What follows belongs to an exercise in optimizing a design on an open flow for a short achievable clock period and few clock cycles; a production flow would make more cautious choices.
RTL that was checked went through simulation tests only; none was proved equivalent to the original.
No functional check of the RTL was part of run 1.
Power is estimated from default activity; no workload was simulated.

[flow/config.mk]
export PLATFORM = sky130hd
export DESIGN_NAME = cpu
export DESIGN_NICKNAME = cpu
export VERILOG_FILES = /design/flow/design.v
export SDC_FILE = /design/flow/constraint.sdc
export NUM_CORES = 8
export LEC_CHECK = 0
export ABC_CLOCK_PERIOD_IN_PS = 2400
export CAP_MARGIN = 20
export CORE_MARGIN = 2
export CORE_UTILIZATION = 40
export SETUP_SLACK_MARGIN = 4.3
export SLEW_MARGIN = 20
[flow/constraint.sdc]
create_clock -name core_clock -period 6.7 [get_ports {clk}]
set_input_delay 1.3400 -clock core_clock [delete_from_list [all_inputs] [get_ports {clk}]]
set_output_delay 1.3400 -clock core_clock [all_outputs]
set_load 0.01 [all_outputs]
[flow/design.v]
module alu_module (
    input  [9:0]  alu_sel,      
    input         alu_arith,    
    input  [31:0] alu_input_a,
    input  [31:0] alu_input_b,
    input  [31:0] alu_link,     
    input         alu_lt,       
    input         alu_ltu,      
    output [31:0] alu_output_result
);
    wire [31:0] sum = alu_input_a + alu_input_b;
    wire [31:0] dif = alu_input_a - alu_input_b;
    wire [31:0] sll = alu_input_a << alu_input_b[4:0];
    wire [31:0] srl = $signed({alu_arith & alu_input_a[31], alu_input_a}) >>> alu_input_b[4:0];
    assign alu_output_result =
          ({32{alu_sel[0]}} & sum)
        | ({32{alu_sel[1]}} & sll)
        | ({32{alu_sel[2]}} & srl)
        | ({32{alu_sel[3]}} & (alu_input_a ^ alu_input_b))
        | ({32{alu_sel[4]}} & (alu_input_a | alu_input_b))
        | ({32{alu_sel[5]}} & (alu_input_a & alu_input_b))
        | {31'b0, alu_sel[6] & alu_lt}
        | {31'b0, alu_sel[7] & alu_ltu}
        | ({32{alu_sel[8]}} & alu_link)
        | ({32{alu_sel[9]}} & dif);
endmodule
module compare_unit (
    input  [31:0] a,
    input  [31:0] b,
    output        eq,
    output        lt,
    output        ltu
);
    wire [31:0] e0 = {1'b1, ~(a[30:0] ^ b[30:0])};
    wire [31:0] l0 = {1'b0, ~a[30:0] & b[30:0]};
    wire [15:0] e1, l1;
    wire [7:0]  e2, l2;
    wire [3:0]  e3, l3;
    wire [1:0]  e4, l4;
    genvar i;
    generate
        for (i = 0; i < 16; i = i + 1) begin : t1
            assign e1[i] = e0[2*i+1] & e0[2*i];
            assign l1[i] = l0[2*i+1] | (e0[2*i+1] & l0[2*i]);
        end
        for (i = 0; i < 8; i = i + 1) begin : t2
            assign e2[i] = e1[2*i+1] & e1[2*i];
            assign l2[i] = l1[2*i+1] | (e1[2*i+1] & l1[2*i]);
        end
        for (i = 0; i < 4; i = i + 1) begin : t3
            assign e3[i] = e2[2*i+1] & e2[2*i];
            assign l3[i] = l2[2*i+1] | (e2[2*i+1] & l2[2*i]);
        end
        for (i = 0; i < 2; i = i + 1) begin : t4
            assign e4[i] = e3[2*i+1] & e3[2*i];
            assign l4[i] = l3[2*i+1] | (e3[2*i+1] & l3[2*i]);
        end
    endgenerate
    wire e_lo = e4[1] & e4[0];                        
    wire l_lo = l4[1] | (e4[1] & l4[0]);             
    wire e_hi = ~(a[31] ^ b[31]);
    assign eq  = e_hi & e_lo;
    assign ltu = (~a[31] & b[31]) | (e_hi & l_lo);
    assign lt  = (a[31] & ~b[31]) | (e_hi & l_lo);
endmodule
module register_file (
    input clk,
    input wire [4:0] read_reg1,
    input wire [4:0] read_reg2,
    input wire [4:0] write_reg,
    input wire write_enable,
    input wire [31:0] write_data,
    output wire [31:0] read_data1,
    output wire [31:0] read_data2
);
    reg [31:0] registers [1:31];
    wire [31:0] rd [0:31];
    assign rd[0] = 32'b0;
    genvar g;
    generate
        for (g = 1; g < 32; g = g + 1) begin : gr
            assign rd[g] = registers[g];
            always @(posedge clk)
                if (write_enable && write_reg == g)
                    registers[g] <= write_data;
        end
    endgenerate
    assign read_data1 = rd[read_reg1];
    assign read_data2 = rd[read_reg2];
endmodule
module cpu (
    input         clk,
    input         reset_n,
    input         mmu_mem_ready,
    input [31:0]  mmu_data_out,
    output        mmu_write_enable,
    output        mmu_read_enable,
    output        mmu_mem_signed_read,
    output [ 1:0] mmu_mem_data_width,
    output [31:0] mmu_address,
    output [31:0] mmu_data_in,
    output wire [31:0] uart_data,
    output        rf_write_enable,
    output [ 4:0] rf_write_reg,
    output [31:0] rf_write_data
);
    assign mmu_write_enable = 1'b0;
    assign mmu_read_enable = 1'b1;
    assign mmu_mem_signed_read = 1'b0;
    assign mmu_mem_data_width = 2'b11;
    assign mmu_data_in = 32'b0;
    localparam NB = 16;         
    reg  [7:0] f_idx;           
    reg        f_first;         
    reg  [7:0] o_addr;          
    reg        d_valid;
    reg  [7:0] d_idx;
    reg        d_hit;           
    reg  [1:0] d_ctr;
    reg        e_valid;
    reg  [7:0] e_idx;
    reg  [21:0] e_hi;           
    reg  [21:0] e_hi_inc;       
    reg         hq_v;           
    reg  [21:0] hq_jalr, hq_tgt, hq_seq;
    reg         hq_jr, hq_tk;
    reg  [31:0] e_a, e_b, e_imm;
    reg  [4:0] e_rd;
    reg        e_writes;
    reg  [9:0] e_sel;
    reg        e_arith;
    reg        e_is_br, e_is_jal, e_is_jalr, e_ret;
    reg        e_c_eq, e_c_lt, e_c_ltu, e_inv;    
    reg        e_x1, e_x0;      
    reg  [7:0] e_tgt, e_r1, e_r0, e_pn, e_seq;
    reg        e_c10;           
    reg        e_cseq;          
    reg        e_hit;
    reg  [1:0] e_ctr;
    reg        w_we_n;
    reg  [4:0] w_rd_n;
    reg [31:0] w_res_n;
    reg        o_we;
    reg  [4:0] o_rd;
    reg [31:0] o_res;
    reg [31:0] uart_q;
    reg  [7:0] ras;             
    reg        u_v;             
    reg  [7:0] u_idx, u_tgt;
    reg        u_ret, u_br, u_hit, u_tk;
    reg  [1:0] u_ctr;
    reg  [NB-1:0] btb_v;
    reg  [7:0] btb_tag [0:NB-1];
    reg  [NB-1:0] btb_ret;
    reg  [1:0] btb_ctr [0:NB-1];
    reg  [7:0] btb_nxt [0:NB-1];    
    reg  [3:0] btb_ptr;             
    wire       w_we = ~w_we_n;
    wire [4:0] w_rd = ~w_rd_n;
    wire [31:0] w_res = ~w_res_n;
    assign mmu_address = {22'b0, o_addr, 2'b00};
    assign rf_write_enable = o_we;
    assign rf_write_reg = o_rd;
    assign rf_write_data = o_res;
    assign uart_data = uart_q;
    wire [NB-1:0] f_m;
    wire [NB-1:0] u_m;
    reg  [7:0] f_nxt;
    reg  [1:0] f_ctr;
    genvar gi;
    generate
        for (gi = 0; gi < NB; gi = gi + 1) begin : bm
            assign f_m[gi] = btb_v[gi] && btb_tag[gi] == f_idx;
            assign u_m[gi] = btb_v[gi] && btb_tag[gi] == u_idx;
        end
    endgenerate
    integer k;
    always @(*) begin
        f_nxt = 8'd0;
        f_ctr = 2'd0;
        for (k = 0; k < NB; k = k + 1) begin
            f_nxt = f_nxt | ({8{f_m[k]}} & btb_nxt[k]);
            f_ctr = f_ctr | ({2{f_m[k]}} & btb_ctr[k]);
        end
    end
    wire f_hit = |f_m;
    wire f_ret = |(f_m & btb_ret);
    wire [7:0] f_pred = !f_hit ? f_idx + 8'd1 : f_ret ? ras : f_nxt;
    wire [31:0] ir = mmu_data_out;
    wire [6:0] opc = ir[6:0];
    wire [2:0] f3 = ir[14:12];
    wire d_is_op   = opc == 7'b0110011;
    wire d_is_opi  = opc == 7'b0010011;
    wire d_is_br   = opc == 7'b1100011;
    wire d_is_jal  = opc == 7'b1101111;
    wire d_is_jalr = opc == 7'b1100111;
    wire [4:0] d_rd  = ir[11:7];
    wire [4:0] d_rs1 = ir[19:15];
    wire [4:0] d_rs2 = ir[24:20];
    wire d_alu = d_is_op | d_is_opi;
    wire d_writes = (d_alu | d_is_jal | d_is_jalr) && d_rd != 5'd0;
    wire [31:0] imm_i = {{20{ir[31]}}, ir[31:20]};
    wire [31:0] imm_b = {{20{ir[31]}}, ir[7], ir[30:25], ir[11:8], 1'b0};
    wire [31:0] imm_j = {{12{ir[31]}}, ir[19:12], ir[20], ir[30:21], 1'b0};
    wire [31:0] res;
    wire e_wr = e_valid & e_writes;
    wire [31:0] rf1, rf2;
    register_file regfile (
        .clk(clk),
        .read_reg1(d_rs1),
        .read_reg2(d_rs2),
        .write_reg(w_rd),
        .write_enable(w_we),
        .write_data(w_res),
        .read_data1(rf1),
        .read_data2(rf2)
    );
    wire byp1 = e_wr && e_rd == d_rs1;
    wire byp2 = e_wr && e_rd == d_rs2 && !d_is_opi;
    wire byp1_w = w_we && w_rd == d_rs1;
    wire byp2_w = w_we && w_rd == d_rs2;
    wire [31:0] d_a0 = byp1_w ? w_res : rf1;
    wire [31:0] d_b0 = d_is_opi ? imm_i : byp2_w ? w_res : rf2;
    wire [7:0] d_seq = d_idx + 8'd1;
    wire [7:0] delta = f_idx - d_idx;
    wire [8:0] d_tgt_b = {1'b0, d_idx} + {1'b0, imm_b[9:2]};
    wire [8:0] d_tgt_j = {1'b0, d_idx} + {1'b0, imm_j[9:2]};
    wire [7:0] d_tgt = d_is_jal ? d_tgt_j[7:0] : d_tgt_b[7:0];
    wire [7:0] d_off = d_is_jal ? imm_j[9:2] : imm_b[9:2];
    wire d_ret = d_is_jalr && d_rs1 == 5'd1;
    wire d_redir_t = !d_hit && (d_is_jal || (d_is_br && ir[31]));
    wire d_redir_r = !d_hit && d_ret;
    wire d_redir = d_valid && (d_redir_t || d_redir_r);
    wire d_tgt_ok = d_redir_t || (!d_redir_r && delta == d_off);
    wire d_seq_ok = d_redir_t ? (d_off == 8'd1) : d_redir_r ? (ras == d_seq) : (delta == 8'd1);
    wire [7:0] d_pn = d_redir_r ? ras : f_idx;    
    wire d_inv = f3[0];         
    wire [21:0] d_imm_hi = d_is_jal ? imm_j[31:10] : imm_b[31:10];
    wire d_c10 = d_is_jal ? d_tgt_j[8] : d_tgt_b[8];
    wire d_hi_t = !((d_imm_hi == 22'd0 && !d_c10) || (d_imm_hi == 22'h3fffff && d_c10));
    wire d_hi_s = d_idx == 8'hff;
    wire d_bad_t = !d_tgt_ok || d_hi_t;     
    wire d_bad_s = !d_seq_ok || d_hi_s;     
    wire [9:0] d_sel;
    assign d_sel[0] = (d_is_op && f3 == 3'b000 && !ir[30]) || (d_is_opi && f3 == 3'b000);
    assign d_sel[1] = d_alu && f3 == 3'b001;
    assign d_sel[2] = d_alu && f3 == 3'b101;
    assign d_sel[3] = d_alu && f3 == 3'b100;
    assign d_sel[4] = d_alu && f3 == 3'b110;
    assign d_sel[5] = d_alu && f3 == 3'b111;
    assign d_sel[6] = d_alu && f3 == 3'b010;
    assign d_sel[7] = d_alu && f3 == 3'b011;
    assign d_sel[8] = d_is_jal || d_is_jalr;
    assign d_sel[9] = d_is_op && f3 == 3'b000 && ir[30];
    wire eq, lt, ltu;
    compare_unit cmp (.a(e_a), .b(e_b), .eq(eq), .lt(lt), .ltu(ltu));
    wire [21:0] hi_seq = e_cseq ? e_hi_inc : e_hi;
    wire [21:0] hi_tgt = e_hi + e_imm[31:10] + {21'b0, e_c10};
    wire [31:0] link = {hi_seq, e_seq, 2'b00};
    alu_module alu (
        .alu_sel(e_sel),
        .alu_arith(e_arith),
        .alu_input_a(e_a),
        .alu_input_b(e_b),
        .alu_link(link),
        .alu_lt(lt),
        .alu_ltu(ltu),
        .alu_output_result(res)
    );
    wire cond = (e_c_eq & eq) | (e_c_lt & lt) | (e_c_ltu & ltu);
    wire taken = (e_is_br & (cond ^ e_inv)) | e_is_jal;
    wire [31:0] jalr_t = e_a + e_imm;
    wire [7:0] jalr_idx = jalr_t[9:2];
    wire [9:0] ja = e_a[9:0], jb = e_imm[9:0];
    wire [9:0] jk = {e_pn, 2'b00};
    wire jc2 = (ja[1] & jb[1]) | ((ja[1] ^ jb[1]) & ja[0] & jb[0]);
    wire [9:3] jc = (ja[8:2] & jb[8:2]) | ((ja[8:2] ^ jb[8:2]) & ~jk[8:2]);
    wire jalr_ok_lo = ((ja[9:2] ^ jb[9:2] ^ jk[9:2]) == {jc, jc2});
    wire [31:10] ha_ = e_a[31:10], hb_ = e_imm[31:10], hk_ = e_hi;
    wire [31:11] hc = (ha_[30:10] & hb_[30:10]) | ((ha_[30:10] ^ hb_[30:10]) & ~hk_[30:10]);
    wire hi_rest = ((ha_[31:11] ^ hb_[31:11] ^ hk_[31:11]) == hc);
    wire [10:0] lo_sum = {1'b0, ja} + {1'b0, jb};
    wire hi_b10 = ha_[10] ^ hb_[10] ^ hk_[10];
    wire jalr_ok = jalr_ok_lo && hi_rest && (hi_b10 == lo_sum[10]);
    wire e_mis = e_valid && (e_is_jalr ? !jalr_ok : (cond ? e_x1 : e_x0));
    wire [7:0] e_redir = e_is_jalr ? jalr_idx : cond ? e_r1 : e_r0;
    wire d_ok = d_valid && !e_mis;
    wire [1:0] ctr_inc = (u_ctr == 2'd3) ? 2'd3 : u_ctr + 2'd1;
    wire [1:0] ctr_dec = (u_ctr == 2'd0) ? 2'd0 : u_ctr - 2'd1;
    wire [1:0] ctr_new = !u_br ? 2'd3 : !u_hit ? (u_tk ? 2'd3 : 2'd1) : (u_tk ? ctr_inc : ctr_dec);
    wire [7:0] nxt_new = (!u_br || ctr_new[1]) ? u_tgt : u_idx + 8'd1;
    wire [7:0] f_other = (d_valid && d_redir_t) ? d_tgt : (d_valid && d_redir_r) ? ras : f_pred;
    wire [7:0] f_fix = f_first ? 8'd1 : e_redir;
    wire [7:0] f_next = (e_mis || f_first) ? f_fix : f_other;
    always @(posedge clk, negedge reset_n) begin
        if (!reset_n) begin
            f_first <= 1'b1;
            o_addr <= 8'd0;
            d_valid <= 1'b0;
            e_valid <= 1'b0;
            o_we <= 1'b0;
            w_we_n <= 1'b1;
            e_hi <= 22'd0;
            e_hi_inc <= 22'd1;
            hq_v <= 1'b0;
            ras <= 8'd0;
            u_v <= 1'b0;
            btb_v <= {NB{1'b0}};
            btb_ptr <= 4'd0;
        end else begin
            f_first <= 1'b0;
            o_addr <= f_next;
            d_valid <= !e_mis && !d_redir;
            e_valid <= d_ok;
            o_we <= e_wr;
            w_we_n <= ~e_wr;
            hq_v <= e_mis;
            if (hq_v) begin
                e_hi <= hq_jr ? hq_jalr : hq_tk ? hq_tgt : hq_seq;
                e_hi_inc <= (hq_jr ? hq_jalr : hq_tk ? hq_tgt : hq_seq) + 22'd1;
            end
            if (d_valid && (d_is_jal || d_is_jalr) && d_rd == 5'd1)
                ras <= d_seq;
            u_v <= e_valid && (e_is_br || e_is_jal || e_is_jalr);
            if (u_v) begin
                if (u_m == {NB{1'b0}}) begin
                    btb_v[btb_ptr] <= 1'b1;
                    btb_ptr <= btb_ptr + 4'd1;
                end
            end
        end
    end
    always @(posedge clk) begin
        f_idx <= f_next;
        d_idx <= f_first ? 8'd0 : f_idx;
        d_hit <= f_hit;
        d_ctr <= f_ctr;
        e_idx <= d_idx;
        e_a <= byp1 ? res : d_a0;
        e_b <= byp2 ? res : d_b0;
        e_imm <= d_is_jal ? imm_j : d_is_br ? imm_b : imm_i;
        e_rd <= d_rd;
        e_writes <= d_writes;
        e_sel <= d_sel;
        e_arith <= ir[30];
        e_is_br <= d_is_br;
        e_is_jal <= d_is_jal;
        e_is_jalr <= d_is_jalr;
        e_ret <= d_ret;
        e_c_eq <= d_is_br && f3[2:1] == 2'b00;
        e_c_lt <= d_is_br && f3[2:1] == 2'b10;
        e_c_ltu <= d_is_br && f3[2:1] == 2'b11;
        e_inv <= d_inv;
        if (d_is_br) begin
            e_x1 <= d_inv ? d_bad_s : d_bad_t;
            e_x0 <= d_inv ? d_bad_t : d_bad_s;
            e_r1 <= d_inv ? d_seq : d_tgt;
            e_r0 <= d_inv ? d_tgt : d_seq;
        end else begin
            e_x1 <= d_is_jal ? d_bad_t : d_bad_s;
            e_x0 <= d_is_jal ? d_bad_t : d_bad_s;
            e_r1 <= d_is_jal ? d_tgt : d_seq;
            e_r0 <= d_is_jal ? d_tgt : d_seq;
        end
        e_tgt <= d_tgt;
        e_c10 <= d_c10;
        hq_jalr <= jalr_t[31:10];
        hq_tgt <= hi_tgt;
        hq_seq <= hi_seq;
        hq_jr <= e_is_jalr;
        hq_tk <= taken;
        e_seq <= d_seq;
        e_cseq <= d_idx == 8'hff;
        e_pn <= d_pn;
        e_hit <= d_hit;
        e_ctr <= d_ctr;
        w_rd_n <= ~e_rd;
        w_res_n <= ~res;
        o_rd <= e_rd;
        o_res <= res;
        if (o_we && o_rd == 5'd5)
            uart_q <= o_res;
        u_idx <= e_idx;
        u_ret <= e_ret;
        u_ctr <= e_ctr;
        u_hit <= e_hit;
        u_br <= e_is_br;
        u_tk <= taken;
        u_tgt <= e_is_jalr ? jalr_idx : e_tgt;
        for (k = 0; k < NB; k = k + 1) begin
            if (u_v && (u_m == {NB{1'b0}} ? btb_ptr == k : u_m[k])) begin
                btb_tag[k] <= u_idx;
                btb_ret[k] <= u_ret;
                btb_ctr[k] <= ctr_new;
                btb_nxt[k] <= nxt_new;
            end
        end
    end
endmodule
[flow/flow/run.sh]
#!/bin/bash
# Layout flow: the standard flow (standard.sh) with one change in
# synthesis: ABC maps the logic with flow/abc_map.script, a delay-oriented
# standard-cell mapping, in place of ORFS's abc_speed.script. Every other
# step of synthesis (register mapping included) and of the layout is
# the standard flow's own. Each tool's output goes to the ORFS logs under orfs/logs;
# make's own output goes to own_flow.log.
set -euo pipefail
W=$(pwd)
F=$W/flow
{
  echo 'proc abc {args} {'
  echo '  set i [lsearch $args -script]'
  echo "  if {\$i >= 0} { lset args [expr {\$i+1}] {$F/abc_map.script} }"
  echo '  yosys abc {*}$args'
  echo '}'
  cat "$W/synth_recipe.tcl"
} > "$W/own_synth.tcl"
sed "s#SYNTH_SCRIPT=[^ ]*#SYNTH_SCRIPT=$W/own_synth.tcl#" "$W/standard.sh" > "$W/own_standard.sh"
grep -q "SYNTH_SCRIPT=$W/own_synth.tcl" "$W/own_standard.sh"
bash "$W/own_standard.sh" > "$W/own_flow.log" 2>&1
[flow/flow/abc_map.script]
strash
dch -f
map -B 0.9
buffer -c
topo
stime -c
upsize -c
dnsize -c
[flow/standard.sh]
#!/bin/bash
# synth_recipe.tcl (not shown) runs the flow's synth.tcl, then flattens the netlist and writes it again
# the make line also repeats each setting of config.mk as NAME=value (left out here)
make -C /OpenROAD-flow-scripts/flow DESIGN_CONFIG=/design/flow/config.mk WORK_HOME=/design/flow/orfs CLKGATE_MAP_FILE= SYNTH_SCRIPT=/design/flow/synth_recipe.tcl "${@:-finish}"
==> run summary, run 1 <==
- VDD IR-drop max: 0.243 mV
- Post-Syn Area: 0.0891 mm²
- Clk slew on worst S/H paths: 60 ps
- P&R area growth vs syn: 37.0%
- Crit path max fanout: 4
- Worst path required time: 7460 ps
- IO Count: 174
- Final Net Count: 11.1k
- Worst slew pin tran: 1210 ps
- Horiz. Die Dim: 476 µm
- Fin Setup TNS: 0 ps
- Async SR Flop Fraction: 4.94%
- Post-Syn Area per Cell: 9.19 µm²
- Vias in the first global route: 79.8k
- Unrepaired setup endpoints after global routing: yes
- Yosys warning total: 6
- Startpoint types: input port
- Count leader, synth: nand2_1
- Final hold violation count: 0
- Setup-failing EPs final: 0
- Hold WC Path Type: reg -> reg
- R2r setup slk: 3700 ps
- Clock latency (worst-skew pair): 900 ps
- Initial Util: 40.1%
- Crit path DAT: 4260 ps
- First-pass GRT wire length: 593 mm
- PnR worst setup slack: 3200 ps
- Min Tclk post-route: 3500 ps
- Clk buf depth: 3
- Yosys top cell by area: edfxtp_1
- Antenna violations before repair: 35
- Maxcap violations: 0
- Rel. slew slack: 18.6%
- Seq/Total Area, Yosys: 55.0%
- Post-synth EDFFs: 1328
- Final ANT Viol Nets: 0
- Cell variety after synth: 71
- Gr usage total: 37.2%
- Top post-synthesis cells by area: edfxtp_1, nand2_1, dfxtp_1
- Final core occ: 55.0%
- Reg area: 0.0492 mm²
- Critical Setup Path Class: in -> reg
- Fin. max-slew vios: 0
- Pin count of the biggest net entering global routing: 54
- DP Area: 0.0957 mm²
- H-tree depth: 4
- Fmax: 0.286 GHz
- Worst slack, placed: 1200 ps
- Layout Skew: 104 ps
- Clock Root Buffer: clkbuf_16
- Drt total wl: 437 mm
- Fillcell total: 19.1k
- RePlAce Congestion: 1.01
- Final period util: 52.2%
- DRC errors left: 0
- Share of layout cells above drive strength 1: 28.9%
- Result of the run: finished clean
- Hold Slack: 325 ps
- Placeable core area: 0.222 mm²
- Vias: 85.1k
- Worst Reg-to-Reg Cells: 18
- Worst setup EP type: flip-flop
- Top cells by count, synth: nand2_1, edfxtp_1, inv_1, o21ai_0, nor2_1
- Multi-input logic area: 0.0429 mm²
- Dpl hpwl: 263 mm
- Die area: 0.226 mm²
- Grt total ovfl: 0
- Leak pwr: 48.8 nW
- DR iter-0 viols: 12.8k
- Synth top area share: 44.8%
- Synth Instances: 9689
- Port Buf Inserts: 111
- Cell Rows: 173
- Hold Path Stages: 0
- First-pass iteration count of the detailed router: 9
- CTS buffer count: 190
- CTS tree: built
- #FFs+latches synth: 1761
- Total clock sinks: 1761
- Finished Cell Area: 0.122 mm²
- Die height: 476 µm
- Routed vias/inst: 6.09
- WL/cell: 31.3 µm
- Dominant synthesized flop cell: edfxtp_1
- PD cells: 268 mW/mm²
layout by cell type, fill, tap and decap left out, drive strengths merged, types with 264 or more instances in the layout:
master / count
buf: 1249
nor2: 596
clkbuf: 264
o21ai: 620
a21oi: 352
edfxtp: 1328
inv: 1098
nand2: 2483
o22ai: 343
dfxtp: 346
nand3: 429
cell type report:
class                   instances  area share [%]
multi-input cells            6426            35.1
flip-flops and latches       1761            40.4
repair inverters               21           0.175
inverters                    1135            4.16
repair buffers               1282            11.8
clock inverters               106           0.941
diodes                         12          0.0246
well taps                    2975            3.05
clock buffers                 253            4.37
report_power, final:
group	switching, W	internal [W]	total, W
clock	0.00472	0.00619	0.0109
sequential	0.000405	0.0122	0.0127
combinational	0.00578	0.00337	0.00916
total	0.0109	0.0218	0.0327
registers in the layout, summed over array words and instances, names as in the netlist, 21 cells and up:
register	flops
hq_jalr	22
e_hi_inc	22
hq_seq	22
btb_tag	128
btb_ctr	32
e_hi	22
hq_tgt	22
btb_nxt	128
e_a	32
e_imm	21
o_res	32
regfile.registers	992
uart_q	32
w_res_n	32
e_b	32
cells by family after synthesis:
family / after synthesis / synth area share [%]
other: 2 / 0.00843
AND/OR/NAND/NOR: 4042 / 19.1
multiplexers: 18 / 0.202
buffers and inverters: 1580 / 7.23
flip-flops: 1761 / 55.0
adder cells (fa/ha/maj): 242 / 3.69
AO/OA/AOI/OAI: 1849 / 12.8
XOR/XNOR: 195 / 1.92
metrics by stage:
step           power [W]  instances
2_1_floorplan     0.0167       9749
3_3_place_gp      0.0188      12600
3_5_place_dp      0.0189      12600
4_1_cts           0.0317      13700
5_1_grt           0.0337      14000
6_report          0.0327      14000
critical path, cell delays in order:
cell and delay, ps:
buf_6 80, buf_12 130, buf_12 120, nor2_4 60
nand3_4 140, clkinvlp_4 130, buf_6 140, a22o_1 230
a21oi_2 120, nand4_1 810, o21ai_2 580, o21ai_2 130
a21oi_2 160, a21oi_1 50
path summary, 6_finish.rpt:
path | from | to
max | mmu_data_out[23] | e_b[13]
min | e_idx[0] | u_idx[0]
max reg2reg | e_a[24] | e_a[14]
min reg2reg | e_idx[0] | u_idx[0]
max in group asynchronous | reset_n | e_hi_inc[21]
min in group asynchronous | reset_n | btb_v[0]
repair_timing:
action	4_1_cts	5_1_grt
gates resized for setup	2333	652
setup endpoints to repair	787	716
hold buffers	0	0
buffers inserted	702	208
cloned	68	12
pin swaps	475	374
metal layers:
layer | wire length (µm) | track usage [%] | up-vias
li1 | - | - | 35900
met1 | 155000 | 45.8 | 41200
met2 | 184000 | 54.5 | 6269
met3 | 56100 | 10.7 | 1775
met4 | 41600 | 29.7 | 18
met5 | 117 | 0 | -
==> run 2: changes to the inputs <==
--- a/flow/design.v
+++ b/flow/design.v
@@ -3,4 +3,6 @@
     input         alu_arith,    
-    input  [31:0] alu_input_a,
+    input  [31:0] alu_input_a,  
     input  [31:0] alu_input_b,
+    input  [31:0] alu_other_a,  
+    input  [31:0] alu_other_b,
     input  [31:0] alu_link,     
@@ -8,3 +10,7 @@
     input         alu_ltu,      
-    output [31:0] alu_output_result
+    input         alu_gate_a,   
+    input         alu_gate_b,   
+    output [31:0] alu_output_result,
+    output [31:0] alu_result_a,
+    output [31:0] alu_result_b
 );
@@ -12,4 +18,28 @@
     wire [31:0] dif = alu_input_a - alu_input_b;
-    wire [31:0] sll = alu_input_a << alu_input_b[4:0];
-    wire [31:0] srl = $signed({alu_arith & alu_input_a[31], alu_input_a}) >>> alu_input_b[4:0];
+    wire [31:0] sll = alu_other_a << alu_other_b[4:0];
+    wire [31:0] srl = $signed({alu_arith & alu_other_a[31], alu_other_a}) >>> alu_other_b[4:0];
+    wire [9:0] sel_a = alu_sel & {10{alu_gate_a}};
+    wire [9:0] sel_b = alu_sel & {10{alu_gate_b}};
+    assign alu_result_a =
+          ({32{sel_a[0]}} & sum)
+        | ({32{sel_a[1]}} & sll)
+        | ({32{sel_a[2]}} & srl)
+        | ({32{sel_a[3]}} & (alu_other_a ^ alu_other_b))
+        | ({32{sel_a[4]}} & (alu_other_a | alu_other_b))
+        | ({32{sel_a[5]}} & (alu_other_a & alu_other_b))
+        | {31'b0, sel_a[6] & alu_lt}
+        | {31'b0, sel_a[7] & alu_ltu}
+        | ({32{sel_a[8]}} & alu_link)
+        | ({32{sel_a[9]}} & dif);
+    assign alu_result_b =
+          ({32{sel_b[0]}} & sum)
+        | ({32{sel_b[1]}} & sll)
+        | ({32{sel_b[2]}} & srl)
+        | ({32{sel_b[3]}} & (alu_other_a ^ alu_other_b))
+        | ({32{sel_b[4]}} & (alu_other_a | alu_other_b))
+        | ({32{sel_b[5]}} & (alu_other_a & alu_other_b))
+        | {31'b0, sel_b[6] & alu_lt}
+        | {31'b0, sel_b[7] & alu_ltu}
+        | ({32{sel_b[8]}} & alu_link)
+        | ({32{sel_b[9]}} & dif);
     assign alu_output_result =
@@ -18,5 +48,5 @@
         | ({32{alu_sel[2]}} & srl)
-        | ({32{alu_sel[3]}} & (alu_input_a ^ alu_input_b))
-        | ({32{alu_sel[4]}} & (alu_input_a | alu_input_b))
-        | ({32{alu_sel[5]}} & (alu_input_a & alu_input_b))
+        | ({32{alu_sel[3]}} & (alu_other_a ^ alu_other_b))
+        | ({32{alu_sel[4]}} & (alu_other_a | alu_other_b))
+        | ({32{alu_sel[5]}} & (alu_other_a & alu_other_b))
         | {31'b0, alu_sel[6] & alu_lt}
@@ -72,8 +102,6 @@
     input wire [31:0] write_data,
-    output wire [31:0] read_data1,
-    output wire [31:0] read_data2
+    output reg [31:0] read_data1,
+    output reg [31:0] read_data2
 );
     reg [31:0] registers [1:31];
-    wire [31:0] rd [0:31];
-    assign rd[0] = 32'b0;
     genvar g;
@@ -81,3 +109,2 @@
         for (g = 1; g < 32; g = g + 1) begin : gr
-            assign rd[g] = registers[g];
             always @(posedge clk)
@@ -87,4 +114,11 @@
     endgenerate
-    assign read_data1 = rd[read_reg1];
-    assign read_data2 = rd[read_reg2];
+    integer i;
+    always @(*) begin
+        read_data1 = 32'b0;
+        read_data2 = 32'b0;
+        for (i = 1; i < 32; i = i + 1) begin
+            read_data1 = read_data1 | ({32{read_reg1 == i}} & registers[i]);
+            read_data2 = read_data2 | ({32{read_reg2 == i}} & registers[i]);
+        end
+    end
 endmodule
@@ -120,2 +154,4 @@
     reg        e_valid;
+    reg        j_mis;           
+    reg  [7:0] j_tgt;           
     reg  [7:0] e_idx;
@@ -127,2 +163,3 @@
     reg  [31:0] e_a, e_b, e_imm;
+    reg  [31:0] e_an, e_bn;     
     reg  [4:0] e_rd;
@@ -149,3 +186,3 @@
     reg  [7:0] u_idx, u_tgt;
-    reg        u_ret, u_br, u_hit, u_tk;
+    reg        u_ret, u_br, u_hit, u_tk, u_back;
     reg  [1:0] u_ctr;
@@ -155,2 +192,4 @@
     reg  [1:0] btb_ctr [0:NB-1];
+    reg  [3:0] btb_iter [0:NB-1];   
+    reg  [3:0] btb_trip [0:NB-1];   
     reg  [7:0] btb_nxt [0:NB-1];    
@@ -166,3 +205,5 @@
     wire [NB-1:0] f_m;
-    wire [NB-1:0] u_m;
+    wire [NB-1:0] e_m;
+    reg  [NB-1:0] u_en;         
+    reg        u_alloc;         
     reg  [7:0] f_nxt;
@@ -173,3 +214,3 @@
             assign f_m[gi] = btb_v[gi] && btb_tag[gi] == f_idx;
-            assign u_m[gi] = btb_v[gi] && btb_tag[gi] == u_idx;
+            assign e_m[gi] = btb_v[gi] && btb_tag[gi] == e_idx;
         end
@@ -204,4 +245,5 @@
     wire [31:0] imm_j = {{12{ir[31]}}, ir[19:12], ir[20], ir[30:21], 1'b0};
-    wire [31:0] res;
-    wire e_wr = e_valid & e_writes;
+    wire [31:0] res, res_a, res_b;
+    wire ev = e_valid & !j_mis;     
+    wire e_wr = ev & e_writes;
     wire [31:0] rf1, rf2;
@@ -221,4 +263,6 @@
     wire byp2_w = w_we && w_rd == d_rs2;
-    wire [31:0] d_a0 = byp1_w ? w_res : rf1;
-    wire [31:0] d_b0 = d_is_opi ? imm_i : byp2_w ? w_res : rf2;
+    wire [31:0] rf1w = byp1_w ? w_res : rf1;
+    wire [31:0] rf2w = byp2_w ? w_res : rf2;
+    wire [31:0] d_a = res_a | ({32{!byp1}} & rf1w);
+    wire [31:0] d_b = res_b | ({32{!byp2 && !d_is_opi}} & rf2w) | ({32{d_is_opi}} & imm_i);
     wire [7:0] d_seq = d_idx + 8'd1;
@@ -264,2 +308,4 @@
         .alu_input_b(e_b),
+        .alu_other_a(~e_an),
+        .alu_other_b(~e_bn),
         .alu_link(link),
@@ -267,3 +313,7 @@
         .alu_ltu(ltu),
-        .alu_output_result(res)
+        .alu_gate_a(byp1),
+        .alu_gate_b(byp2),
+        .alu_output_result(res),
+        .alu_result_a(res_a),
+        .alu_result_b(res_b)
     );
@@ -284,5 +334,6 @@
     wire jalr_ok = jalr_ok_lo && hi_rest && (hi_b10 == lo_sum[10]);
-    wire e_mis = e_valid && (e_is_jalr ? !jalr_ok : (cond ? e_x1 : e_x0));
-    wire [7:0] e_redir = e_is_jalr ? jalr_idx : cond ? e_r1 : e_r0;
-    wire d_ok = d_valid && !e_mis;
+    wire jm = ev && e_is_jalr && !jalr_ok;
+    wire e_mis = ev && (cond ? e_x1 : e_x0);
+    wire d_ok = d_valid && !e_mis && !j_mis;
+    wire e_ctl = ev && (e_is_br || e_is_jal || e_is_jalr);    
     wire [1:0] ctr_inc = (u_ctr == 2'd3) ? 2'd3 : u_ctr + 2'd1;
@@ -290,6 +341,31 @@
     wire [1:0] ctr_new = !u_br ? 2'd3 : !u_hit ? (u_tk ? 2'd3 : 2'd1) : (u_tk ? ctr_inc : ctr_dec);
-    wire [7:0] nxt_new = (!u_br || ctr_new[1]) ? u_tgt : u_idx + 8'd1;
+    reg  [3:0] e_iter_cur, e_trip_cur;      
+    reg  [3:0] u_iter_cur, u_trip_cur;
+    always @(*) begin
+        e_iter_cur = 4'd0;
+        e_trip_cur = 4'd0;
+        for (k = 0; k < NB; k = k + 1) begin
+            e_iter_cur = e_iter_cur | ({4{e_m[k]}} & btb_iter[k]);
+            e_trip_cur = e_trip_cur | ({4{e_m[k]}} & btb_trip[k]);
+        end
+    end
+    wire [3:0] iter_inc = (u_iter_cur == 4'hf) ? 4'hf : u_iter_cur + 4'd1;
+    wire [3:0] iter_new = !u_tk ? 4'd0 : u_alloc ? 4'd1 : iter_inc;
+    wire [3:0] trip_new = u_alloc ? (u_tk ? 4'd0 : 4'd1)
+                        : u_tk ? u_trip_cur : (u_iter_cur == 4'hf) ? 4'd0 : iter_inc;
+    wire loop_tk = ({1'b0, iter_new} + 5'd1) < {1'b0, trip_new};
+    wire pred_tk = !u_br || ((u_back && trip_new != 4'd0) ? loop_tk : ctr_new[1]);
+    wire [7:0] nxt_new = pred_tk ? u_tgt : u_idx + 8'd1;
     wire [7:0] f_other = (d_valid && d_redir_t) ? d_tgt : (d_valid && d_redir_r) ? ras : f_pred;
-    wire [7:0] f_fix = f_first ? 8'd1 : e_redir;
-    wire [7:0] f_next = (e_mis || f_first) ? f_fix : f_other;
+    wire mis1 = ev && e_x1, mis0 = ev && e_x0;
+    wire m1 = mis1 || f_first || j_mis;
+    wire m0 = mis0 || f_first || j_mis;
+    wire [7:0] r1 = j_mis ? j_tgt : f_first ? 8'd1 : e_r1;
+    wire [7:0] r0 = j_mis ? j_tgt : f_first ? 8'd1 : e_r0;
+    wire [7:0] f1 = m1 ? r1 : f_other;
+    wire [7:0] f0 = m0 ? r0 : f_other;
+    wire [7:0] f_next = cond ? f1 : f0;
+    wire dv1 = !mis1 && !d_redir && !j_mis, dv0 = !mis0 && !d_redir && !j_mis;
+    wire d_valid_next = cond ? dv1 : dv0;
+    wire e_valid_next = cond ? (!mis1 && !j_mis && d_valid) : (!mis0 && !j_mis && d_valid);
     always @(posedge clk, negedge reset_n) begin
@@ -300,2 +376,3 @@
             e_valid <= 1'b0;
+            j_mis <= 1'b0;
             o_we <= 1'b0;
@@ -309,2 +386,3 @@
             btb_ptr <= 4'd0;
+            u_en <= {NB{1'b0}};
         end else begin
@@ -312,7 +390,8 @@
             o_addr <= f_next;
-            d_valid <= !e_mis && !d_redir;
-            e_valid <= d_ok;
+            d_valid <= d_valid_next;
+            e_valid <= e_valid_next;
+            j_mis <= jm;
             o_we <= e_wr;
             w_we_n <= ~e_wr;
-            hq_v <= e_mis;
+            hq_v <= e_mis || jm;
             if (hq_v) begin
@@ -323,9 +402,9 @@
                 ras <= d_seq;
-            u_v <= e_valid && (e_is_br || e_is_jal || e_is_jalr);
-            if (u_v) begin
-                if (u_m == {NB{1'b0}}) begin
-                    btb_v[btb_ptr] <= 1'b1;
-                    btb_ptr <= btb_ptr + 4'd1;
-                end
-            end
+            u_v <= e_ctl;
+            if (e_ctl && e_m == {NB{1'b0}})
+                btb_ptr <= btb_ptr + 4'd1;
+            for (k = 0; k < NB; k = k + 1)
+                if (u_en[k])
+                    btb_v[k] <= 1'b1;
+            u_en <= {NB{e_ctl}} & ((e_m == {NB{1'b0}}) ? ({{(NB-1){1'b0}}, 1'b1} << btb_ptr) : e_m);
         end
@@ -338,4 +417,6 @@
         e_idx <= d_idx;
-        e_a <= byp1 ? res : d_a0;
-        e_b <= byp2 ? res : d_b0;
+        e_a <= d_a;
+        e_b <= d_b;
+        e_an <= ~d_a;
+        e_bn <= ~d_b;
         e_imm <= d_is_jal ? imm_j : d_is_br ? imm_b : imm_i;
@@ -359,4 +440,4 @@
         end else begin
-            e_x1 <= d_is_jal ? d_bad_t : d_bad_s;
-            e_x0 <= d_is_jal ? d_bad_t : d_bad_s;
+            e_x1 <= d_is_jal ? d_bad_t : !d_is_jalr && d_bad_s;
+            e_x0 <= d_is_jal ? d_bad_t : !d_is_jalr && d_bad_s;
             e_r1 <= d_is_jal ? d_tgt : d_seq;
@@ -383,2 +464,5 @@
         u_idx <= e_idx;
+        u_alloc <= e_m == {NB{1'b0}};
+        u_iter_cur <= e_iter_cur;
+        u_trip_cur <= e_trip_cur;
         u_ret <= e_ret;
@@ -388,5 +472,7 @@
         u_tk <= taken;
+        u_back <= e_imm[31];
         u_tgt <= e_is_jalr ? jalr_idx : e_tgt;
+        j_tgt <= jalr_idx;
         for (k = 0; k < NB; k = k + 1) begin
-            if (u_v && (u_m == {NB{1'b0}} ? btb_ptr == k : u_m[k])) begin
+            if (u_en[k]) begin
                 btb_tag[k] <= u_idx;
@@ -395,2 +481,4 @@
                 btb_nxt[k] <= nxt_new;
+                btb_iter[k] <= iter_new;
+                btb_trip[k] <= trip_new;
             end
==> run summary, run 2 <==
- IO Count: 174
- Worst setup EP type: flip-flop
- Clk buf depth: 3
- #FFs+latches synth: 1987
- Post-synthesis simple-gate area fraction: 18.1%
- Commonest non-fill, non-tap cell in the layout: nand2_1
- Leak pwr: 54.2 nW
- First-pass iteration count of the detailed router: 9
- Post-synthesis xor/xnor area fraction: 2.05%
- Top cells by count, synth: nand2_1, edfxtp_1, inv_1, nor2_1, o21ai_0
- Fin. max-slew vios: 0
- Final Net Count: 12.1k
- Gr usage total: 36.2%
- Min Tclk post-route: 3440 ps
- Clock Root Buffer: clkbuf_16
- Clk slew on worst S/H paths: 60 ps
- Routed vias/inst: 6.08
- Result of the run: finished clean
- R2r setup slk: 3550 ps
- Worst Reg-to-Reg Cells: 12
- Synth top area share: 43.9%
- Fillcell total: 21.1k
- Placed cell count: 14.0k
- Post-Syn Area: 0.0995 mm²
- RePlAce Congestion: 1.08
- First-pass GRT wire length: 647 mm
- Worst path required time: 7340 ps
- Critical Setup Path Class: in -> reg
- DR iter-0 viols: 15.0k
- Combinational power share: 29.4%
- Synth Area in Compound Gates: 12.7%
- Overall power: 0.0380 W
- Initial Util: 40.1%
- Internal: 0.0250 W
- Vias: 92.9k
- Die area: 0.253 mm²
- Hold Slack: 327 ps
- Critical path origin: mmu_data_out[18]
- Cell Rows: 183
- Layout Skew: 121 ps
- Main combinational cell family by area after synthesis: simple AND/OR/NAND/NOR gates
- CTS buffer count: 213
- Biggest register: regfile.registers
- Yosys top cell by area: edfxtp_1
- Startpoint types: input port
- Reg2Reg Capture Point: e_a[2]
- VDD IR-drop max: 0.275 mV
- Dpl hpwl: 294 mm
- H-tree depth: 4
- Maxcap violations: 0
- Top post-synthesis cells by area: edfxtp_1, nand2_1, dfxtp_1
- Post-synth EDFFs: 1456
- Max reg flops: 992
- Final period util: 51.3%
- Clk pwr share: 32.2%
- Switching power: 0.0130 W
- Dominant synthesized flop cell: edfxtp_1
- Unrepaired setup endpoints after global routing: yes
- Clock latency (worst-skew pair): 940 ps
- Commonest non-fill, non-tap cells in the layout: nand2_1, edfxtp_1, inv_1
- Horiz. Die Dim: 503 µm
- Total clock sinks: 1987
- Mux contribution to synthesized area: 0.172%
- Synth Instances: 10.7k
- PD cells: 284 mW/mm²
- Worst slew pin tran: 1260 ps
- WL/cell: 31.4 µm
- DRC errors left: 0
- Yosys warning total: 8
- CTS tree: built
- Sw Share: 34.2%
- Final non-filler cell total: 15.3k
- Seq/Total Area, Yosys: 55.1%
- Seq pwr share: 38.5%
- Die height: 503 µm
- Hold WC Path Type: reg -> reg
- Placeable core area: 0.248 mm²
- Async SR Flop Fraction: 5.18%
- Share of layout cells above drive strength 1: 28.9%
- Adder-Cell Fraction of Synth Area: 3.76%
- Crit path DAT: 4070 ps
- Post-Syn Area per Cell: 9.31 µm²
- Rel. slew slack: 16.2%
- Port Buf Inserts: 111
- P&R area growth vs syn: 34.5%
- Final ANT Viol Nets: 0
- Grt total ovfl: 0
- CP Capture Point: e_a[12]
- Worst flop-to-flop path startpoint: w_rd_n[1]
- Pin count of the biggest net entering global routing: 65
- Setup-failing EPs final: 0
- Drt total wl: 479 mm
- Vias in the first global route: 86.6k
- Fin Setup TNS: 0 ps
- Crit path max fanout: 4
- Count leader, synth: nand2_1
- Biggest regs: regfile.registers (992), btb_nxt (128), btb_tag (128)
- Antenna violations before repair: 32
- Fmax: 0.291 GHz
- Final hold violation count: 0
- Cell variety after synth: 83
run 2: changes by cell type after synthesis, sizes merged, moves of 39 or more:
cell    change
o22ai      -70
dfxtp      +82
a221oi     +50
inv       +332
edfxtp    +128
a21oi      +94
clkbuf     -72
nor2      +195
o21ai      +49
nor3       -49
buf        +86
o211ai     +41
a22o       -39
run 2: per-layer routing:
metal	part of all wire, %	vias to the layer above	wire length (µm)	GRT usage, %
li1	-	38900	-	-
met1	35	44900	168000	44.2
met2	42	7161	200000	52.7
met3	14	1956	67000	12.8
met4	9.2	34	44100	26.6
met5	0.20	-	971	0.628
run 2: final cells by class:
class                           instances  area, µm²  area share (%)
Sequential cell                      1987      55200            41.2
Multi-Input combinational cell       6849      47100            35.2
Clock buffer                          273       5770            4.31
Timing Repair inverter                 13        200           0.150
Timing Repair Buffer                 1238      13500            10.1
Antenna cell                           19       47.5          0.0355
Tap cell                             3330       4170            3.11
Clock inverter                        115       1330           0.996
Inverter                             1464       6500            4.85
run 2: worst max-delay path, cell delays in order:
cell	delay, ps
buf_12	130
buf_12	140
nand2_8	100
inv_6	50
nand3_4	240
inv_12	50
nand2_4	60
o21ai_2	50
a221oi_2	190
nand4_1	500
nor2_2	300
nand4_1	460
nand2_1	220
nand3b_1	230
run 2: power groups by stage:
stage | clock network, W | logic (W) | registers, W
floorplan | 0 | 0.00510 | 0.0145
global placement | 0 | 0.00757 | 0.0148
detailed placement | 0 | 0.00766 | 0.0148
CTS | 0.0122 | 0.00966 | 0.0146
global route | 0.0127 | 0.0118 | 0.0147
finish | 0.0122 | 0.0112 | 0.0146
run 2: timing repair:
item | 4_1_cts | 5_1_grt
setup buffers | 590 | 263
cloned | 39 | 15
resized for setup | 2409 | 917
endpoints found under the setup margin | 556 | 509
hold buffers | 0 | 0
pin swaps | 461 | 502
run 2: kinds of logic after synthesis:
logic type | Yosys count
adders and majority gates | 278
AOI/OAI and AO/OA | 2033
other | 2
and+or+nand+nor | 4217
muxes | 17
xor gates and xnor gates | 233
buffers and inverters | 1923
DFF | 1987
run 2: metrics by stage:
step	cell area (µm²)	util (%)	setup WS (ps)
after floorplan	103000	-	3690
after global placement	107000	43.0	901
after detailed placement	107000	43.0	1230
after CTS	128000	51.5	3510
after global routing	134000	54.0	3420
final	134000	54.0	3260
run 2: worst min-delay path by stage:
stage | cells after the start | endpoint | from
after floorplan | 0 | e_ctr[0] | d_ctr[0]
after global placement | 0 | u_ctr[1] | e_ctr[1]
after detailed placement | 0 | e_ctr[0] | d_ctr[0]
after CTS | 0 | u_ctr[1] | e_ctr[1]
after global routing | 0 | e_ctr[1] | d_ctr[1]
final | 0 | u_ctr[1] | e_ctr[1]
Testbench counts of run 2, summed over its fixed seeds: cycles 33,940.
==> run 3: changes to the inputs <==
--- a/flow/config.mk
+++ b/flow/config.mk
@@ -11,2 +11,3 @@
 export CORE_UTILIZATION = 40
+export PLACE_DENSITY = 0.5
 export SETUP_SLACK_MARGIN = 4.3
==> run summary, run 3 <==
- Result of the run: finished clean
- Seq/Total Area, Yosys: 55.1%
- Commonest non-fill, non-tap cell in the layout: nand2_1
- Drt total wl: 511 mm
- Vias in the first global route: 87.4k
- Synth Instances: 10.7k
- Routed vias/inst: 6.00
- Synth Area in Compound Gates: 12.7%
- Clock latency (worst-skew pair): 970 ps
- Top post-synthesis cells by area: edfxtp_1, nand2_1, dfxtp_1
- Yosys top cell by area: edfxtp_1
- Post-synthesis xor/xnor area fraction: 2.05%
- PnR worst setup slack: 3490 ps
- Setup-failing EPs final: 0
- Initial Util: 40.1%
- Cell variety after synth: 83
- Pin count of the biggest net entering global routing: 94
- Fmax: 0.312 GHz
- Count leader, synth: nand2_1
- Commonest non-fill, non-tap cells in the layout: nand2_1, edfxtp_1, inv_1
- PD cells: 286 mW/mm²
- Unrepaired setup endpoints after global routing: yes
- Crit path max fanout: 7
- Synth top area share: 43.9%
- Worst path required time: 7520 ps
- Dpl hpwl: 318 mm
- Switching power: 0.0139 W
- Total clock sinks: 1987
- Clk slew on worst S/H paths: 60 ps
- Mux contribution to synthesized area: 0.172%
- CTS buffer count: 222
- Crit path DAT: 4030 ps
- #FFs+latches synth: 1987
- Worst slew pin tran: 1300 ps
- Post-synth EDFFs: 1456
- Antenna violations before repair: 33
- Post-Syn Area: 0.0995 mm²
- Biggest register: regfile.registers
- Gr usage total: 39.0%
- Clock Root Buffer: clkbuf_16
- Dominant synthesized flop cell: edfxtp_1
- Max reg flops: 992
- Horiz. Die Dim: 503 µm
- Final period util: 47.9%
- Placeable core area: 0.248 mm²
- CTS tree: built
- First-pass iteration count of the detailed router: 9
- Final ANT Viol Nets: 0
- Seq pwr share: 36.5%
- Min Tclk post-route: 3210 ps
- Sw Share: 34.7%
- Post-Syn Area per Cell: 9.31 µm²
- Final hold violation count: 0
- Fillcell total: 21.2k
- Layout Skew: 93.8 ps
- Die height: 503 µm
- Final Net Count: 12.4k
- Main combinational cell family by area after synthesis: simple AND/OR/NAND/NOR gates
- P&R area growth vs syn: 40.6%
- Worst setup EP type: flip-flop
- Startpoint types: input port
- IO Count: 174
- Combinational power share: 31.0%
- Biggest regs: regfile.registers (992), btb_nxt (128), btb_tag (128)
- First-pass GRT wire length: 686 mm
- Critical Setup Path Class: in -> reg
- DRC errors left: 0
- Clk pwr share: 32.5%
- Rel. slew slack: 13.1%
- Yosys warning total: 8
- Adder-Cell Fraction of Synth Area: 3.76%
- Share of layout cells above drive strength 1: 33.5%
- Maxcap violations: 0
- RePlAce Congestion: 1.02
- Hold WC Path Type: in -> async
- Fin. max-slew vios: 0
- Die area: 0.253 mm²
- Top cells by count, synth: nand2_1, edfxtp_1, inv_1, nor2_1, o21ai_0
- Overall power: 0.0400 W
- Cell Rows: 183
- Internal: 0.0261 W
- Clk buf depth: 3
- H-tree depth: 4
- Leak pwr: 56.8 nW
- Worst slack, placed: 1010 ps
- Vias: 93.5k
- Fin Setup TNS: 0 ps
- Post-synthesis simple-gate area fraction: 18.1%
- Async SR Flop Fraction: 5.18%
- DR iter-0 viols: 12.6k
- Grt total ovfl: 0
- VDD IR-drop max: 0.300 mV
- Port Buf Inserts: 111
- WL/cell: 32.7 µm
==> run 3: changes by cell type in the layout (fill, tap and decap cells not counted), sizes merged, moves of 3 or more <==
cell	change
clkinv	+13
buf	+267
clkbuf	+4
diode	+6
clkdlybuf4s15	+4
nand2	-3
bufinv	+4
clkinvlp	+13
inv	+3
==> run 3: through the flow <==
step           util, %  instance area (µm²)  hold WS, ps  std cells
3_3_place_gp      43.2               107000          314      14000
2_1_floorplan        -               103000          310      10800
5_1_grt           56.4               140000          213      15600
4_1_cts           53.4               133000          200      15200
6_report          56.4               140000          237      15600
3_5_place_dp      43.2               107000          312      14000
==> run 3: routing by layer <==
metal	GRT usage, %	up-vias	share of wire [%]
met2	58.1	6288	42
met3	10.8	1740	11
li1	-	39500	-
met1	49.0	46000	37
met5	0.514	-	0.051
met4	26.9	14	8.9
==> run 3: power groups by stage <==
stage / Clock, W / Sequential (W) / Combinational [W]
final: 0.0130 / 0.0146 / 0.0124
after global routing: 0.0136 / 0.0147 / 0.0130
after CTS: 0.0131 / 0.0146 / 0.0107
after detailed placement: 0 / 0.0148 / 0.00787
after global placement: 0 / 0.0148 / 0.00783
after floorplan: 0 / 0.0145 / 0.00510
==> run 3: layout make-up <==
type                    instances  area, µm²  area share (%)
clock inverters               145       1750            1.25
flip-flops and latches       1987      55200            39.5
multi-input cells            6843      49100            35.1
well taps                    3330       4170            2.98
repair buffers               1503      16700            12.0
clock buffers                 281       5980            4.27
repair inverters               16        180           0.129
inverters                    1464       6670            4.77
diodes                         25       62.6          0.0447
==> run 3: logic make-up after synthesis <==
family	after synthesis
compound gates	2033
xor+xnor	233
fa+ha+maj	278
buf+inv	1923
flops	1987
mux	17
other cells	2
simple gates	4217
==> run 3: path summary, 6_finish.rpt <==
kind	from	endpoint	slack, ps	cells past startpoint
min in group core_clock	e_ctr[1]	u_ctr[1]	330	0
min	reset_n	u_en[0]	240	1
min reg2reg	e_ctr[1]	u_ctr[1]	330	0
max	mmu_data_out[16]	e_an[2]	3490	14
max reg2reg	u_iter_cur[1]	btb_nxt[12][4]	3790	18
max in group asynchronous	reset_n	e_hi_inc[19]	5410	2
==> run 3: repair_timing <==
item | 4_1_cts | 5_1_grt
gates cloned | 48 | 10
pin swaps | 709 | 677
resized for setup | 2991 | 1064
hold buffers | 0 | 0
endpoints found under the setup margin | 553 | 498
setup buffers | 761 | 306
==> run 3: worst max-delay path, cell delays in order <==
cell	delay, ps
buf_16	140
buf_12	130
nand2_8	80
nor2_4	70
buf_12	130
nand2_8	110
buf_12	130
buf_4	290
o22ai_1	130
nor3b_2	440
nand4_1	460
o21ai_4	410
nand2_2	80
inv_1	60
==> run 4: changes to the inputs <==
--- a/flow/design.v
+++ b/flow/design.v
@@ -205,3 +205,4 @@
     wire [NB-1:0] f_m;
-    wire [NB-1:0] e_m;
+    wire [NB-1:0] d_m;          
+    reg  [NB-1:0] e_m;          
     reg  [NB-1:0] u_en;         
@@ -214,3 +215,3 @@
             assign f_m[gi] = btb_v[gi] && btb_tag[gi] == f_idx;
-            assign e_m[gi] = btb_v[gi] && btb_tag[gi] == e_idx;
+            assign d_m[gi] = btb_v[gi] && btb_tag[gi] == d_idx;
         end
@@ -341,19 +342,30 @@
     wire [1:0] ctr_new = !u_br ? 2'd3 : !u_hit ? (u_tk ? 2'd3 : 2'd1) : (u_tk ? ctr_inc : ctr_dec);
-    reg  [3:0] e_iter_cur, e_trip_cur;      
-    reg  [3:0] u_iter_cur, u_trip_cur;
+    reg  [3:0] d_iter_cur, d_trip_cur;      
+    reg  [3:0] e_iter_cur, e_trip_cur;
     always @(*) begin
-        e_iter_cur = 4'd0;
-        e_trip_cur = 4'd0;
+        d_iter_cur = 4'd0;
+        d_trip_cur = 4'd0;
         for (k = 0; k < NB; k = k + 1) begin
-            e_iter_cur = e_iter_cur | ({4{e_m[k]}} & btb_iter[k]);
-            e_trip_cur = e_trip_cur | ({4{e_m[k]}} & btb_trip[k]);
+            d_iter_cur = d_iter_cur | ({4{d_m[k]}} & btb_iter[k]);
+            d_trip_cur = d_trip_cur | ({4{d_m[k]}} & btb_trip[k]);
         end
     end
-    wire [3:0] iter_inc = (u_iter_cur == 4'hf) ? 4'hf : u_iter_cur + 4'd1;
-    wire [3:0] iter_new = !u_tk ? 4'd0 : u_alloc ? 4'd1 : iter_inc;
-    wire [3:0] trip_new = u_alloc ? (u_tk ? 4'd0 : 4'd1)
-                        : u_tk ? u_trip_cur : (u_iter_cur == 4'hf) ? 4'd0 : iter_inc;
-    wire loop_tk = ({1'b0, iter_new} + 5'd1) < {1'b0, trip_new};
-    wire pred_tk = !u_br || ((u_back && trip_new != 4'd0) ? loop_tk : ctr_new[1]);
-    wire [7:0] nxt_new = pred_tk ? u_tgt : u_idx + 8'd1;
+    wire e_alloc = e_m == {NB{1'b0}};
+    wire [3:0] e_iter_inc = (e_iter_cur == 4'hf) ? 4'hf : e_iter_cur + 4'd1;
+    wire [3:0] e_iter_t = e_alloc ? 4'd1 : e_iter_inc;
+    wire [3:0] e_trip_t = e_alloc ? 4'd0 : e_trip_cur;
+    wire [3:0] e_trip_n = e_alloc ? 4'd1 : (e_iter_cur == 4'hf) ? 4'd0 : e_iter_inc;
+    wire e_lv_t = e_imm[31] && e_trip_t != 4'd0;            
+    wire e_lv_n = e_imm[31] && e_trip_n != 4'd0;
+    wire e_lt_t = ({1'b0, e_iter_t} + 5'd1) < {1'b0, e_trip_t};    
+    wire e_lt_n = 4'd1 < e_trip_n;
+    reg  [3:0] u_iter_t, u_trip_t, u_trip_n;
+    reg        u_lv_t, u_lv_n, u_lt_t, u_lt_n;
+    reg  [7:0] u_seq;
+    wire [3:0] iter_new = u_tk ? u_iter_t : 4'd0;
+    wire [3:0] trip_new = u_tk ? u_trip_t : u_trip_n;
+    wire lv = u_tk ? u_lv_t : u_lv_n;
+    wire lt_ = u_tk ? u_lt_t : u_lt_n;
+    wire pred_tk = !u_br || (lv ? lt_ : ctr_new[1]);
+    wire [7:0] nxt_new = pred_tk ? u_tgt : u_seq;
     wire [7:0] f_other = (d_valid && d_redir_t) ? d_tgt : (d_valid && d_redir_r) ? ras : f_pred;
@@ -465,4 +477,13 @@
         u_alloc <= e_m == {NB{1'b0}};
-        u_iter_cur <= e_iter_cur;
-        u_trip_cur <= e_trip_cur;
+        e_m <= d_m;
+        e_iter_cur <= d_iter_cur;
+        e_trip_cur <= d_trip_cur;
+        u_iter_t <= e_iter_t;
+        u_trip_t <= e_trip_t;
+        u_trip_n <= e_trip_n;
+        u_lv_t <= e_lv_t;
+        u_lv_n <= e_lv_n;
+        u_lt_t <= e_lt_t;
+        u_lt_n <= e_lt_n;
+        u_seq <= e_seq;
         u_ret <= e_ret;
==> run summary, run 4 <==
- Result of the run: finished clean
- Unrepaired setup endpoints after global routing: yes
- Placeable core area: 0.248 mm²
- Synth Instances: 10.5k
- Commonest non-fill, non-tap cells in the layout: nand2_1, edfxtp_1, inv_1
- Reg2Reg Capture Point: e_b[6]
- Routed vias/inst: 5.91
- Worst Reg-to-Reg Cells: 7
- Hold WC Path Type: reg -> reg
- Count leader, synth: nand2_1
- Setup-failing EPs final: 0
- Final core occ: 55.2%
- Fin. max-slew vios: 0
- PD cells: 283 mW/mm²
- Grt total ovfl: 0
- Finished Cell Area: 0.137 mm²
- Rel. slew slack: 17.5%
- Crit path DAT: 4210 ps
- Clk buf depth: 3
- Post-synth EDFFs: 1456
- Worst path required time: 7440 ps
- Final hold violation count: 0
- Fin Setup TNS: 0 ps
- Final period util: 51.8%
- Biggest register: regfile.registers
- Yosys top cell by area: edfxtp_1
- Yosys warning total: 8
- Final ANT Viol Nets: 0
- DP Area: 0.107 mm²
- Clock latency (worst-skew pair): 950 ps
- Leak pwr: 56.1 nW
- Worst slew pin tran: 1240 ps
- Top cells by count, synth: nand2_1, edfxtp_1, inv_1, nor2_1, o21ai_0
- Top post-synthesis cells by area: edfxtp_1, dfxtp_1, nand2_1
- Clock Root Buffer: clkbuf_16
- Total clock sinks: 2025
- Biggest regs: regfile.registers (992), btb_nxt (128), btb_tag (128)
- P&R area growth vs syn: 37.6%
- Pin count of the biggest net entering global routing: 66
- CTS tree: built
- Dpl hpwl: 311 mm
- Hold EP: u_idx[6]
- Post-Syn Area per Cell: 9.51 µm²
- Max reg flops: 992
- Critical Setup Path Class: in -> reg
- Share of layout cells above drive strength 1: 32.1%
- Horiz. Die Dim: 503 µm
- DRC errors left: 0
- Commonest non-fill, non-tap cell in the layout: nand2_1
- Initial Util: 40.1%
- Fillcell total: 21.5k
- Gr usage total: 37.2%
- Hold Startpoint: e_idx[6]
- Clk slew on worst S/H paths: 70 ps
- Startpoint types: input port
- Maxcap violations: 0
- Final Net Count: 12.1k
- Cell variety after synth: 94
- Die area: 0.253 mm²
- Antenna violations before repair: 24
- Hold buffers post-CTS: 0
- First-pass iteration count of the detailed router: 6
- First-pass GRT wire length: 658 mm
- H-tree depth: 4
- Drt total wl: 492 mm
- Hold Slack: 314 ps
- CTS buffer count: 223
- Cell Rows: 183
- Seq/Total Area, Yosys: 55.8%
- DR iter-0 viols: 12.6k
- Synth top area share: 43.9%
- Hold Path Stages: 0
- RePlAce Congestion: 1.00
- #FFs+latches synth: 2025
- VDD IR-drop max: 0.268 mV
- Die height: 503 µm
- WL/cell: 32.1 µm
- Dominant synthesized flop cell: edfxtp_1
- Min Tclk post-route: 3470 ps
- Crit path max fanout: 6
- IO Count: 174
- Post-Syn Area: 0.0996 mm²
- Layout Skew: 103 ps
- Fmax: 0.288 GHz
- R2r setup slk: 3910 ps
- Port Buf Inserts: 111
- Vias: 90.5k
- Worst flop-to-flop path startpoint: regfile.registers[21][6]
- Worst setup EP type: flip-flop
- Vias in the first global route: 84.2k
- Async SR Flop Fraction: 5.09%
- Overall power: 0.0387 W
run 4: cell families after synthesis:
group,after synthesis,synth area share [%]
and+or+nand+nor,4049,17.3
AOI/OAI and AO/OA,2039,13.0
buffers and inverters,1846,7.92
adders and majority gates,278,3.75
other,2,0.00754
xor gates and xnor gates,204,1.80
muxes,34,0.359
DFF,2025,55.8
run 4: through the flow:
| step | setup slack (ps) | cells |
|---|---|---|
| 4_1_cts | 3660 | 15000 |
| 6_report | 3230 | 15300 |
| 3_5_place_dp | 1020 | 13800 |
| 2_1_floorplan | 3700 | 10500 |
| 5_1_grt | 3390 | 15300 |
| 3_3_place_gp | 854 | 13800 |
run 4: how the worst max path moves through the flow:
stage / startpoint / end / slack, ps / cells after the start
2_1_floorplan: mmu_data_out[17] / o_addr[6] / 3700 / 14
3_3_place_gp: mmu_data_out[22] / e_b[12] / 850 / 12
3_5_place_dp: mmu_data_out[18] / e_a[16] / 1020 / 14
4_1_cts: mmu_data_out[23] / e_b[21] / 3660 / 13
5_1_grt: mmu_data_out[23] / e_b[6] / 3390 / 12
6_report: mmu_data_out[23] / e_b[6] / 3230 / 12
run 4: critical path, cell delays in order:
cell,delay (ps)
buf_8,70
buf_12,180
inv_16,60
nand2_8,100
nor2_4,80
nand2_8,150
clkinv_16,90
a221oi_4,340
nand4_1,820
o31ai_4,600
buf_6,210
nand3b_1,100
run 4: power breakdown:
part	total, W	internal [W]	switching (W)
registers	0.0149	0.0142	0.000641
logic	0.0110	0.00404	0.00694
clock network	0.0129	0.00730	0.00556
run 4: final cells by class:
cell class,count,area [µm²],share of cell area [%]
Timing Repair inverter,23,268,0.195
Antenna cell,9,22.5,0.0164
Sequential cell,2025,55900,40.8
Tap cell,3330,4170,3.04
Multi-Input combinational cell,6670,47100,34.3
Inverter,1395,6460,4.72
Clock buffer,286,6090,4.44
Timing Repair Buffer,1449,15500,11.3
Clock inverter,135,1540,1.13
run 4: per-layer routing:
metal | global-route usage [%] | share of wire (%) | vias to the layer above
met5 | 0 | 0.0098 | -
met3 | 8.62 | 11 | 1342
met1 | 48.7 | 38 | 44800
met2 | 55.3 | 43 | 5583
li1 | - | - | 38700
met4 | 23.7 | 7.8 | 8
run 4: repair_timing:
action,in CTS,in global routing
buffers inserted,683,338
resized for setup,2742,969
endpoints found under the setup margin,592,714
pin swaps,598,558
cloned,36,16
Testbench counts of run 4, summed over its fixed seeds: cycles 33,940.

## re-timing with driven ports
No port has a modelled driver above. Below, the same layouts with a new extraction and two added sets of constraints.
Step 1: set_driving_cell puts a clkbuf_16 on clk and a buf_2 on each other input, an assumption about the parent block.
Step 2 also shifts input and output timing later by t, the mid clock arrival at the registers, as if the neighbouring blocks saw the same clock.
Slacks: ideal ports / drivers / drivers and shift; pairs: ideal ports / drivers.
| run | t, ns | setup WS [ns] | latest minus earliest clock arrival (ns) |
|---|---|---|---|
| run 1 | 0.947 | 3.200 / 3.131 / 2.184 | 0.105 / 0.104 |
| run 2 | 0.983 | 3.263 / 3.177 / 2.194 | 0.122 / 0.122 |
| run 3 | 1.027 | 3.492 / 3.368 / 2.340 | 0.095 / 0.095 |
| run 4 | 0.990 | 3.230 / 3.189 / 2.199 | 0.108 / 0.108 |
After both steps setup and hold are still met in every run listed. The setup slack of run 3, which loses most, moves by -0.124 ns with the drivers and by -1.152 ns with both steps.
